Source: an optimization exercise on an open RTL-to-GDS flow (aim: small area, a short achievable clock period and few clock cycles per item). Production flows keep margins and buffers that such runs may drop. At most, simulation tests tie the RTL to the original design; equivalence was not proved. Power figures rest on the tool's default switching activity, not on a simulated workload.

==> inputs of run C <==
Design PolyMult, start of the top module:
module PolyMult(clk, rst, start, A3, A2, A1, A0, B3, B2, B1, B0, finish, C3, C2, C1, C0);
==> flow/config.mk <==
export PLATFORM = sky130hd
export DESIGN_NAME = PolyMult
export DESIGN_NICKNAME = PolyMult
export VERILOG_FILES = /design/flow/design.v
export SDC_FILE = /design/flow/constraint.sdc
export NUM_CORES = 4
export LEC_CHECK = 0
export CAP_MARGIN = 20
export CORE_MARGIN = 2
export CORE_UTILIZATION = 65
export SLEW_MARGIN = 20
export SYNTH_HIERARCHICAL = 1
export SYNTH_MINIMUM_KEEP_SIZE = 0
==> flow/constraint.sdc <==
create_clock -name core_clock -period 6.0 [get_ports {clk}]
set_input_delay 1.2000 -clock core_clock [delete_from_list [all_inputs] [get_ports {clk}]]
set_output_delay 1.2000 -clock core_clock [all_outputs]
set_load 0.01 [all_outputs]
standard.sh (not shown) runs the stock make flow with config.mk's settings and CLKGATE_MAP_FILE= SYNTH_SCRIPT=/design/flow/synth_recipe.tcl, a recipe that flattens the netlist after the stock synthesis.
==> flow/flow/run.sh <==
#!/bin/bash
# The standard layout (the standard.sh) with these ORFS variables changed:
#   port buffers: sky130_fd_sc_hd__buf_4, then output ones resized after global placement
#   
# The whole make output goes to standard_flow.log; ORFS keeps each step's log under orfs/logs/.
set -euo pipefail
bash standard.sh BUFFER_PORTS_ARGS='-buffer_cell sky130_fd_sc_hd__buf_4' POST_GLOBAL_PLACE_TCL=$(pwd)/flow/post_gpl.tcl  finish > standard_flow.log 2>&1
==> flow/flow/post_gpl.tcl <==
# After global placement: the output ports drive only a 10 fF load and have
# ample slack, so their port buffers are made the smallest buffer.
foreach inst [get_cells output*] {
  if {[get_property $inst ref_name] eq "sky130_fd_sc_hd__buf_4"} {
    replace_cell $inst sky130_fd_sc_hd__buf_1
  }
}
==> inputs of run H, as changes to run C <==
==> flow/flow/run.sh (replaced) <==
#!/bin/bash
# The standard layout (the standard.sh) with these ORFS variables changed:
#   BUFFER_PORTS_ARGS='-buffer_cell sky130_fd_sc_hd__buf_4'
# The whole make output goes to standard_flow.log; ORFS keeps each step's log under orfs/logs/.
set -euo pipefail
bash standard.sh BUFFER_PORTS_ARGS='-buffer_cell sky130_fd_sc_hd__buf_4' finish > standard_flow.log 2>&1
--- a/flow/config.mk
+++ b/flow/config.mk
@@ -7,7 +7,7 @@
 export LEC_CHECK = 0
 export CAP_MARGIN = 20
 export CORE_MARGIN = 2
-export CORE_UTILIZATION = 65
+export CORE_UTILIZATION = 80
 export SLEW_MARGIN = 20
 export SYNTH_HIERARCHICAL = 1
 export SYNTH_MINIMUM_KEEP_SIZE = 0
removed: flow/flow/post_gpl.tcl
==> notes.md <==
Of run C and run H, run C has the higher clock power (gap about 5%, measured against run H). In synthesized cell count, run H and run C do not differ. Of run C and run H, run H has the higher global-route usage (gap 9.2 points). Sequential power: run H is larger than run C (about 0.8%). Of run C and run H, run H has the higher first-iteration DRC count (gap about 40%, measured against run H). Between run H and run C, the lower via count is in run C (gap about 8%, measured against run C). Run H completed without violations. Run C ran to the end with no violations.
==> figures <==
                                                                               run C      run H
Initial DRC Count                                                               1056       1798
Horiz. Die Dim                                                                147 um     133 um
Total global routing track utilization                                         39.6%      48.8%
Met3 Track Usage GR                                                            8.12%      17.1%
Crit path max fanout                                                              32         28
Number of nets at the end of the flow                                           1894       1893
Run status                                                  timing/DRC/antenna clean  timing/DRC/antenna clean
Number of search-and-repair iterations in the first detailed-routing pass          5          8
Highest attainable clock frequency                                           196 MHz    194 MHz
Internal power component                                                   0.00390 W  0.00400 W
Detailed-routed wire length on met3                                          4540 um    6760 um
Slew @ Worst Pin                                                              524 ps     506 ps
Crit path required time                                                      6190 ps    6180 ps
Detail-routed via count per cell                                                6.12       6.80
Testbench counts of run C, summed over its fixed seeds: cycles 804, items 800.
Testbench counts of run H, summed over its fixed seeds: cycles 804, items 800.

---

==> build 61: inputs <==
PolyMult, a different RTL version from the one above (not shown whole).
clock: 6.0 ns
lec_check: 0
cap_margin: 20
core_margin: 2
core_utilization: 65
setup_slack_margin: 1.5
slew_margin: 20
synth_hierarchical: 1
synth_minimum_keep_size: 0
==> flow/flow/run.sh <==
#!/bin/bash
# The standard layout (the standard.sh) with these ORFS variables changed:
#   port buffers: sky130_fd_sc_hd__buf_4, then resized after global placement by their load
#   
# The whole make output goes to standard_flow.log; ORFS keeps each step's log under orfs/logs/.
set -euo pipefail
bash standard.sh BUFFER_PORTS_ARGS='-buffer_cell sky130_fd_sc_hd__buf_4' POST_GLOBAL_PLACE_TCL=$(pwd)/flow/post_gpl.tcl  finish > standard_flow.log 2>&1
==> flow/flow/post_gpl.tcl <==
# After global placement: the output ports drive only a 10 fF load and have
# ample slack, so their port buffers are made the smallest buffer.
foreach inst [get_cells output*] {
  if {[get_property $inst ref_name] eq "sky130_fd_sc_hd__buf_4"} {
    replace_cell $inst sky130_fd_sc_hd__buf_1
  }
}
foreach inst [get_cells input*] {
  if {[get_property $inst ref_name] ne "sky130_fd_sc_hd__buf_4"} continue
  set port [get_full_name [get_nets -of_objects [get_pins [get_full_name $inst]/A]]]
  if {![regexp {^[AB][0-3]\[([0-7])\]$} $port -> bit]} continue
  if {$bit <= 2} {
    replace_cell $inst sky130_fd_sc_hd__buf_8
  } elseif {$bit <= 4} {
    replace_cell $inst sky130_fd_sc_hd__buf_6
  } elseif {$bit >= 6} {
    replace_cell $inst sky130_fd_sc_hd__buf_2
  }
}
==> inputs of build 55, as changes to build 61 <==
--- a/flow/design.v
+++ b/flow/design.v
@@ -401,31 +401,31 @@
 assign p0g_374 = s0_147 & s0_145;
 assign p0c_375 = p0g_374;
 PolyMult_x2 u_p0p_376 (.a(s0_153), .b(s0_155), .y(p0p_376));
 assign p0g_377 = s0_153 & s0_155;
 PolyMult_x2 u_p0s_378 (.a(p0p_376), .b(p0c_375), .y(p0s_378));
-PolyMult_ao u_p0c_379 (.g(p0g_377), .p(p0p_376), .c(p0c_375), .y(p0c_379));
+assign p0c_379 = p0g_377 | (p0p_376 & p0c_375);
 PolyMult_x2 u_p0p_380 (.a(s0_171), .b(s0_169), .y(p0p_380));
 assign p0g_381 = s0_171 & s0_169;
 PolyMult_x2 u_p0s_382 (.a(p0p_380), .b(p0c_379), .y(p0s_382));
-PolyMult_ao u_p0c_383 (.g(p0g_381), .p(p0p_380), .c(p0c_379), .y(p0c_383));
+assign p0c_383 = p0g_381 | (p0p_380 & p0c_379);
 PolyMult_x2 u_p0p_384 (.a(s0_195), .b(s0_193), .y(p0p_384));
 assign p0g_385 = s0_195 & s0_193;
 PolyMult_x2 u_p0s_386 (.a(p0p_384), .b(p0c_383), .y(p0s_386));
-PolyMult_ao u_p0c_387 (.g(p0g_385), .p(p0p_384), .c(p0c_383), .y(p0c_387));
+assign p0c_387 = p0g_385 | (p0p_384 & p0c_383);
 PolyMult_x2 u_p0p_388 (.a(s0_225), .b(s0_227), .y(p0p_388));
 assign p0g_389 = s0_225 & s0_227;
 PolyMult_x2 u_p0s_390 (.a(p0p_388), .b(p0c_387), .y(p0s_390));
-PolyMult_ao u_p0c_391 (.g(p0g_389), .p(p0p_388), .c(p0c_387), .y(p0c_391));
+assign p0c_391 = p0g_389 | (p0p_388 & p0c_387);
 PolyMult_x2 u_p0p_392 (.a(s0_267), .b(s0_265), .y(p0p_392));
 assign p0g_393 = s0_267 & s0_265;
 PolyMult_x2 u_p0s_394 (.a(p0p_392), .b(p0c_391), .y(p0s_394));
-PolyMult_ao u_p0c_395 (.g(p0g_393), .p(p0p_392), .c(p0c_391), .y(p0c_395));
+assign p0c_395 = p0g_393 | (p0p_392 & p0c_391);
 PolyMult_x2 u_p0p_396 (.a(s0_315), .b(s0_313), .y(p0p_396));
 assign p0g_397 = s0_315 & s0_313;
 PolyMult_x2 u_p0s_398 (.a(p0p_396), .b(p0c_395), .y(p0s_398));
-PolyMult_ao u_p0c_399 (.g(p0g_397), .p(p0p_396), .c(p0c_395), .y(p0c_399));
+assign p0c_399 = p0g_397 | (p0p_396 & p0c_395);
 PolyMult_x2 u_p0s_400 (.a(x0_372), .b(p0c_399), .y(p0s_400));
 assign c0 = ({p0s_400, p0s_398, p0s_394, p0s_390, p0s_386, p0s_382, p0s_378, p0p_373});
 assign p1_401 = A0[0] & B1[0];
 assign p1_402 = A0[0] & B1[1];
 assign p1_403 = A0[0] & B1[2];
@@ -721,31 +721,31 @@
 assign p1g_772 = p1_509 & s1_545;
 assign p1c_773 = p1g_772;
 PolyMult_x2 u_p1p_774 (.a(s1_551), .b(s1_553), .y(p1p_774));
 assign p1g_775 = s1_551 & s1_553;
 PolyMult_x2 u_p1s_776 (.a(p1p_774), .b(p1c_773), .y(p1s_776));
-PolyMult_ao u_p1c_777 (.g(p1g_775), .p(p1p_774), .c(p1c_773), .y(p1c_777));
+assign p1c_777 = p1g_775 | (p1p_774 & p1c_773);
 PolyMult_x2 u_p1p_778 (.a(s1_569), .b(s1_567), .y(p1p_778));
 assign p1g_779 = s1_569 & s1_567;
 PolyMult_x2 u_p1s_780 (.a(p1p_778), .b(p1c_777), .y(p1s_780));
-PolyMult_ao u_p1c_781 (.g(p1g_779), .p(p1p_778), .c(p1c_777), .y(p1c_781));
+assign p1c_781 = p1g_779 | (p1p_778 & p1c_777);
 PolyMult_x2 u_p1p_782 (.a(s1_593), .b(s1_591), .y(p1p_782));
 assign p1g_783 = s1_593 & s1_591;
 PolyMult_x2 u_p1s_784 (.a(p1p_782), .b(p1c_781), .y(p1s_784));
-PolyMult_ao u_p1c_785 (.g(p1g_783), .p(p1p_782), .c(p1c_781), .y(p1c_785));
+assign p1c_785 = p1g_783 | (p1p_782 & p1c_781);
 PolyMult_x2 u_p1p_786 (.a(s1_623), .b(s1_625), .y(p1p_786));
 assign p1g_787 = s1_623 & s1_625;
 PolyMult_x2 u_p1s_788 (.a(p1p_786), .b(p1c_785), .y(p1s_788));
-PolyMult_ao u_p1c_789 (.g(p1g_787), .p(p1p_786), .c(p1c_785), .y(p1c_789));
+assign p1c_789 = p1g_787 | (p1p_786 & p1c_785);
 PolyMult_x2 u_p1p_790 (.a(s1_665), .b(s1_663), .y(p1p_790));
 assign p1g_791 = s1_665 & s1_663;
 PolyMult_x2 u_p1s_792 (.a(p1p_790), .b(p1c_789), .y(p1s_792));
-PolyMult_ao u_p1c_793 (.g(p1g_791), .p(p1p_790), .c(p1c_789), .y(p1c_793));
+assign p1c_793 = p1g_791 | (p1p_790 & p1c_789);
 PolyMult_x2 u_p1p_794 (.a(s1_713), .b(s1_711), .y(p1p_794));
 assign p1g_795 = s1_713 & s1_711;
 PolyMult_x2 u_p1s_796 (.a(p1p_794), .b(p1c_793), .y(p1s_796));
-PolyMult_ao u_p1c_797 (.g(p1g_795), .p(p1p_794), .c(p1c_793), .y(p1c_797));
+assign p1c_797 = p1g_795 | (p1p_794 & p1c_793);
 PolyMult_x2 u_p1s_798 (.a(x1_770), .b(p1c_797), .y(p1s_798));
 assign c1 = ({p1s_798, p1s_796, p1s_792, p1s_788, p1s_784, p1s_780, p1s_776, p1p_771});
 assign p2_799 = ~A0[0] | ~B2[0];
 assign p2_800 = ~A0[0] | ~B2[1];
 assign p2_801 = ~A0[0] | ~B2[2];
@@ -1039,34 +1039,34 @@
 PolyMult_x2 u_p2p_1169 (.a(p2_907), .b(s2_943), .y(p2p_1169));
 assign p2g_1170 = p2_907 & s2_943;
 assign p2c_1171 = p2g_1170;
 PolyMult_x2 u_p2p_1172 (.a(s2_951), .b(s2_949), .y(p2p_1172));
 assign p2g_1173 = s2_951 & s2_949;
-PolyMult_xn2 u_p2s_1174 (.a(p2p_1172), .b(p2c_1171), .y(p2s_1174));
-PolyMult_ao u_p2c_1175 (.g(p2g_1173), .p(p2p_1172), .c(p2c_1171), .y(p2c_1175));
+PolyMult_x2 u_p2s_1174 (.a(p2p_1172), .b(p2c_1171), .y(p2s_1174));
+assign p2c_1175 = p2g_1173 | (p2p_1172 & p2c_1171);
 PolyMult_x2 u_p2p_1176 (.a(s2_967), .b(s2_965), .y(p2p_1176));
 assign p2g_1177 = s2_967 & s2_965;
-PolyMult_xn2 u_p2s_1178 (.a(p2p_1176), .b(p2c_1175), .y(p2s_1178));
-PolyMult_ao u_p2c_1179 (.g(p2g_1177), .p(p2p_1176), .c(p2c_1175), .y(p2c_1179));
+PolyMult_x2 u_p2s_1178 (.a(p2p_1176), .b(p2c_1175), .y(p2s_1178));
+assign p2c_1179 = p2g_1177 | (p2p_1176 & p2c_1175);
 PolyMult_x2 u_p2p_1180 (.a(s2_991), .b(s2_989), .y(p2p_1180));
 assign p2g_1181 = s2_991 & s2_989;
-PolyMult_xn2 u_p2s_1182 (.a(p2p_1180), .b(p2c_1179), .y(p2s_1182));
-PolyMult_ao u_p2c_1183 (.g(p2g_1181), .p(p2p_1180), .c(p2c_1179), .y(p2c_1183));
+PolyMult_x2 u_p2s_1182 (.a(p2p_1180), .b(p2c_1179), .y(p2s_1182));
+assign p2c_1183 = p2g_1181 | (p2p_1180 & p2c_1179);
 PolyMult_x2 u_p2p_1184 (.a(s2_1021), .b(s2_1023), .y(p2p_1184));
 assign p2g_1185 = s2_1021 & s2_1023;
-PolyMult_xn2 u_p2s_1186 (.a(p2p_1184), .b(p2c_1183), .y(p2s_1186));
-PolyMult_ao u_p2c_1187 (.g(p2g_1185), .p(p2p_1184), .c(p2c_1183), .y(p2c_1187));
+PolyMult_x2 u_p2s_1186 (.a(p2p_1184), .b(p2c_1183), .y(p2s_1186));
+assign p2c_1187 = p2g_1185 | (p2p_1184 & p2c_1183);
 PolyMult_x2 u_p2p_1188 (.a(s2_1063), .b(s2_1061), .y(p2p_1188));
 assign p2g_1189 = s2_1063 & s2_1061;
-PolyMult_xn2 u_p2s_1190 (.a(p2p_1188), .b(p2c_1187), .y(p2s_1190));
-PolyMult_ao u_p2c_1191 (.g(p2g_1189), .p(p2p_1188), .c(p2c_1187), .y(p2c_1191));
+PolyMult_x2 u_p2s_1190 (.a(p2p_1188), .b(p2c_1187), .y(p2s_1190));
+assign p2c_1191 = p2g_1189 | (p2p_1188 & p2c_1187);
 PolyMult_x2 u_p2p_1192 (.a(s2_1111), .b(s2_1109), .y(p2p_1192));
 assign p2g_1193 = s2_1111 & s2_1109;
-PolyMult_xn2 u_p2s_1194 (.a(p2p_1192), .b(p2c_1191), .y(p2s_1194));
-PolyMult_ao u_p2c_1195 (.g(p2g_1193), .p(p2p_1192), .c(p2c_1191), .y(p2c_1195));
-PolyMult_xn2 u_p2s_1196 (.a(x2_1168), .b(p2c_1195), .y(p2s_1196));
-assign c2 = ({p2s_1196, p2s_1194, p2s_1190, p2s_1186, p2s_1182, p2s_1178, p2s_1174, ~p2p_1169});
+PolyMult_x2 u_p2s_1194 (.a(p2p_1192), .b(p2c_1191), .y(p2s_1194));
+assign p2c_1195 = p2g_1193 | (p2p_1192 & p2c_1191);
+PolyMult_x2 u_p2s_1196 (.a(x2_1168), .b(p2c_1195), .y(p2s_1196));
+assign c2 = ~({p2s_1196, p2s_1194, p2s_1190, p2s_1186, p2s_1182, p2s_1178, p2s_1174, p2p_1169});
 assign p3_1197 = ~A0[0] | ~B3[0];
 assign p3_1198 = ~A0[0] | ~B3[1];
 assign p3_1199 = ~A0[0] | ~B3[2];
 assign p3_1200 = ~A0[0] | ~B3[3];
 assign p3_1201 = ~A0[0] | ~B3[4];
@@ -1361,50 +1361,44 @@
 PolyMult_x2 u_p3p_1571 (.a(s3_1343), .b(s3_1341), .y(p3p_1571));
 assign p3g_1572 = s3_1343 & s3_1341;
 assign p3c_1573 = p3g_1572;
 PolyMult_x2 u_p3p_1574 (.a(s3_1353), .b(s3_1351), .y(p3p_1574));
 assign p3g_1575 = s3_1353 & s3_1351;
-PolyMult_xn2 u_p3s_1576 (.a(p3p_1574), .b(p3c_1573), .y(p3s_1576));
-PolyMult_ao u_p3c_1577 (.g(p3g_1575), .p(p3p_1574), .c(p3c_1573), .y(p3c_1577));
+PolyMult_x2 u_p3s_1576 (.a(p3p_1574), .b(p3c_1573), .y(p3s_1576));
+assign p3c_1577 = p3g_1575 | (p3p_1574 & p3c_1573);
 PolyMult_x2 u_p3p_1578 (.a(s3_1369), .b(s3_1367), .y(p3p_1578));
 assign p3g_1579 = s3_1369 & s3_1367;
-PolyMult_xn2 u_p3s_1580 (.a(p3p_1578), .b(p3c_1577), .y(p3s_1580));
-PolyMult_ao u_p3c_1581 (.g(p3g_1579), .p(p3p_1578), .c(p3c_1577), .y(p3c_1581));
+PolyMult_x2 u_p3s_1580 (.a(p3p_1578), .b(p3c_1577), .y(p3s_1580));
+assign p3c_1581 = p3g_1579 | (p3p_1578 & p3c_1577);
 PolyMult_x2 u_p3p_1582 (.a(s3_1393), .b(s3_1391), .y(p3p_1582));
 assign p3g_1583 = s3_1393 & s3_1391;
-PolyMult_xn2 u_p3s_1584 (.a(p3p_1582), .b(p3c_1581), .y(p3s_1584));
-PolyMult_ao u_p3c_1585 (.g(p3g_1583), .p(p3p_1582), .c(p3c_1581), .y(p3c_1585));
+PolyMult_x2 u_p3s_1584 (.a(p3p_1582), .b(p3c_1581), .y(p3s_1584));
+assign p3c_1585 = p3g_1583 | (p3p_1582 & p3c_1581);
 PolyMult_x2 u_p3p_1586 (.a(s3_1423), .b(s3_1425), .y(p3p_1586));
 assign p3g_1587 = s3_1423 & s3_1425;
-PolyMult_xn2 u_p3s_1588 (.a(p3p_1586), .b(p3c_1585), .y(p3s_1588));
-PolyMult_ao u_p3c_1589 (.g(p3g_1587), .p(p3p_1586), .c(p3c_1585), .y(p3c_1589));
+PolyMult_x2 u_p3s_1588 (.a(p3p_1586), .b(p3c_1585), .y(p3s_1588));
+assign p3c_1589 = p3g_1587 | (p3p_1586 & p3c_1585);
 PolyMult_x2 u_p3p_1590 (.a(s3_1465), .b(s3_1463), .y(p3p_1590));
 assign p3g_1591 = s3_1465 & s3_1463;
-PolyMult_xn2 u_p3s_1592 (.a(p3p_1590), .b(p3c_1589), .y(p3s_1592));
-PolyMult_ao u_p3c_1593 (.g(p3g_1591), .p(p3p_1590), .c(p3c_1589), .y(p3c_1593));
+PolyMult_x2 u_p3s_1592 (.a(p3p_1590), .b(p3c_1589), .y(p3s_1592));
+assign p3c_1593 = p3g_1591 | (p3p_1590 & p3c_1589);
 PolyMult_x2 u_p3p_1594 (.a(s3_1513), .b(s3_1511), .y(p3p_1594));
 assign p3g_1595 = s3_1513 & s3_1511;
-PolyMult_xn2 u_p3s_1596 (.a(p3p_1594), .b(p3c_1593), .y(p3s_1596));
-PolyMult_ao u_p3c_1597 (.g(p3g_1595), .p(p3p_1594), .c(p3c_1593), .y(p3c_1597));
-PolyMult_xn2 u_p3s_1598 (.a(x3_1570), .b(p3c_1597), .y(p3s_1598));
-assign c3 = ({p3s_1598, p3s_1596, p3s_1592, p3s_1588, p3s_1584, p3s_1580, p3s_1576, ~p3p_1571});
+PolyMult_x2 u_p3s_1596 (.a(p3p_1594), .b(p3c_1593), .y(p3s_1596));
+assign p3c_1597 = p3g_1595 | (p3p_1594 & p3c_1593);
+PolyMult_x2 u_p3s_1598 (.a(x3_1570), .b(p3c_1597), .y(p3s_1598));
+assign c3 = ~({p3s_1598, p3s_1596, p3s_1592, p3s_1588, p3s_1584, p3s_1580, p3s_1576, p3p_1571});
 always @(posedge clk or posedge rst)
 	if (rst) finish <= 1'b0;
 	else     finish <= start;
 always @(posedge clk) begin
 	C0 <= c0;
 	C1 <= c1;
 	C2 <= c2;
 	C3 <= c3;
 end
 endmodule
-module PolyMult_xn2(input a, input b, output y);
-assign y = ~(a ^ b);
-endmodule
-module PolyMult_ao(input g, input p, input c, output y);
-assign y = g | (p & c);
-endmodule
 module PolyMult_x2(input a, input b, output y);
 assign y = a ^ b;
 endmodule
 module PolyMult_fa(input a, input b, input c, output s, output co);
 assign {co, s} = a + b + c;
--- a/flow/config.mk
+++ b/flow/config.mk
@@ -6,9 +6,8 @@
 export NUM_CORES = 4
 export LEC_CHECK = 0
 export CAP_MARGIN = 20
 export CORE_MARGIN = 2
 export CORE_UTILIZATION = 65
-export SETUP_SLACK_MARGIN = 1.5
 export SLEW_MARGIN = 20
 export SYNTH_HIERARCHICAL = 1
 export SYNTH_MINIMUM_KEEP_SIZE = 0
==> inputs of build 76, as changes to build 61 <==
--- a/flow/flow/post_gpl.tcl
+++ b/flow/flow/post_gpl.tcl
@@ -7,13 +7,11 @@
 }
 foreach inst [get_cells input*] {
   if {[get_property $inst ref_name] ne "sky130_fd_sc_hd__buf_4"} continue
   set port [get_full_name [get_nets -of_objects [get_pins [get_full_name $inst]/A]]]
   if {![regexp {^[AB][0-3]\[([0-7])\]$} $port -> bit]} continue
-  if {$bit <= 2} {
-    replace_cell $inst sky130_fd_sc_hd__buf_8
-  } elseif {$bit <= 4} {
+  if {$bit <= 3} {
     replace_cell $inst sky130_fd_sc_hd__buf_6
   } elseif {$bit >= 6} {
     replace_cell $inst sky130_fd_sc_hd__buf_2
   }
 }
--- a/flow/config.mk
+++ b/flow/config.mk
@@ -6,9 +6,8 @@
 export NUM_CORES = 4
 export LEC_CHECK = 0
 export CAP_MARGIN = 20
 export CORE_MARGIN = 2
 export CORE_UTILIZATION = 65
-export SETUP_SLACK_MARGIN = 1.5
 export SLEW_MARGIN = 20
 export SYNTH_HIERARCHICAL = 1
 export SYNTH_MINIMUM_KEEP_SIZE = 0
==> notes.md <==
* Cell Chain, Critical Path: buf_8, buf_4, nand2_1, fa_1, fa_1, fa_1, fa_1, ha_1, ha_1, fa_1, xor2_1, nand3_1, o21ai_0, xor2_1, inv_1
* Fin crit period at between 5 and 6 ns
* Complex-gate fraction of the synthesized area at 0.0237
* Clk pwr at 327 uW
* Leak at 0.00603 uW
* GR Util met1 at 0.528
* First-pass GRT wire length at 65.1 mm
* Crit path depth at 15
* Initial DRC Count at 1096
* Outcome: complete, no violations
* Hold Slack at about 0.74 ns
* Die Area at 21500 um2
the above is filed under build 55

==> notes.md <==
* Outcome: complete, no violations
* Leak at roughly 0.0059 uW
* Initial DRC Count at 1062
* Post-CTS Hold Fix Bufs at 0
* VDD IR max at 0.000977 V
* Complex-gate fraction of the synthesized area at 0.0142
* First-pass GRT wire length at 61.4 mm
* EDFF count, synth at 0
* Sum of negative setup slack at 0 ns
the above is filed under build 76

==> notes.md <==
* Outcome: complete, no violations
* Hold Slack at around 0.73 ns
* Complex-gate fraction of the synthesized area at 0.0142
* Initial DRC Count at roughly 1600
* Fin crit period at 4.54 ns
* GR Util met1 at 0.536
the above is filed under build 61

Testbench counts of build 61, summed over its fixed seeds: cycles 804, items 800.
Testbench counts of build 76, summed over its fixed seeds: cycles 804, items 800.
Only the layout flow was run in build 55; the RTL was not checked for function there.

## re-timing with driven ports
The results above use ideal ports. As a check the final layouts listed here were re-extracted and re-timed, cells and wires unchanged. Step 1: set_driving_cell puts a clkbuf_16 on clk and a buf_2 on each other input, an assumption about the parent block. Step 2, shift: input delay + t, output delay - t, t = (earliest + latest rising clock arrival at the registers) / 2. This alone moves slack from input paths to output paths. Slacks: ideal / step 1 / step 2; pairs: ideal / step 1.
run | shift t [ns] | slack for setup (ns) | worst data-port slew with drivers (ns)
run C | 0.347 | 0.909 / 0.932 / 0.585 | 0.04
run H | 0.341 | 0.835 / 0.862 / 0.521 | 0.04
build 61 | 0.344 | 1.462 / 1.294 / 0.950 | 0.25
build 55 | 0.340 | 0.960 / 0.955 / 0.616 | 0.07
build 76 | 0.337 | 1.271 / 1.278 / 0.941 | 0.06
After both steps setup and hold are still met in every run listed. The setup slack of build 61, which loses most, moves by -0.168 ns with the drivers and by -0.512 ns with both steps.
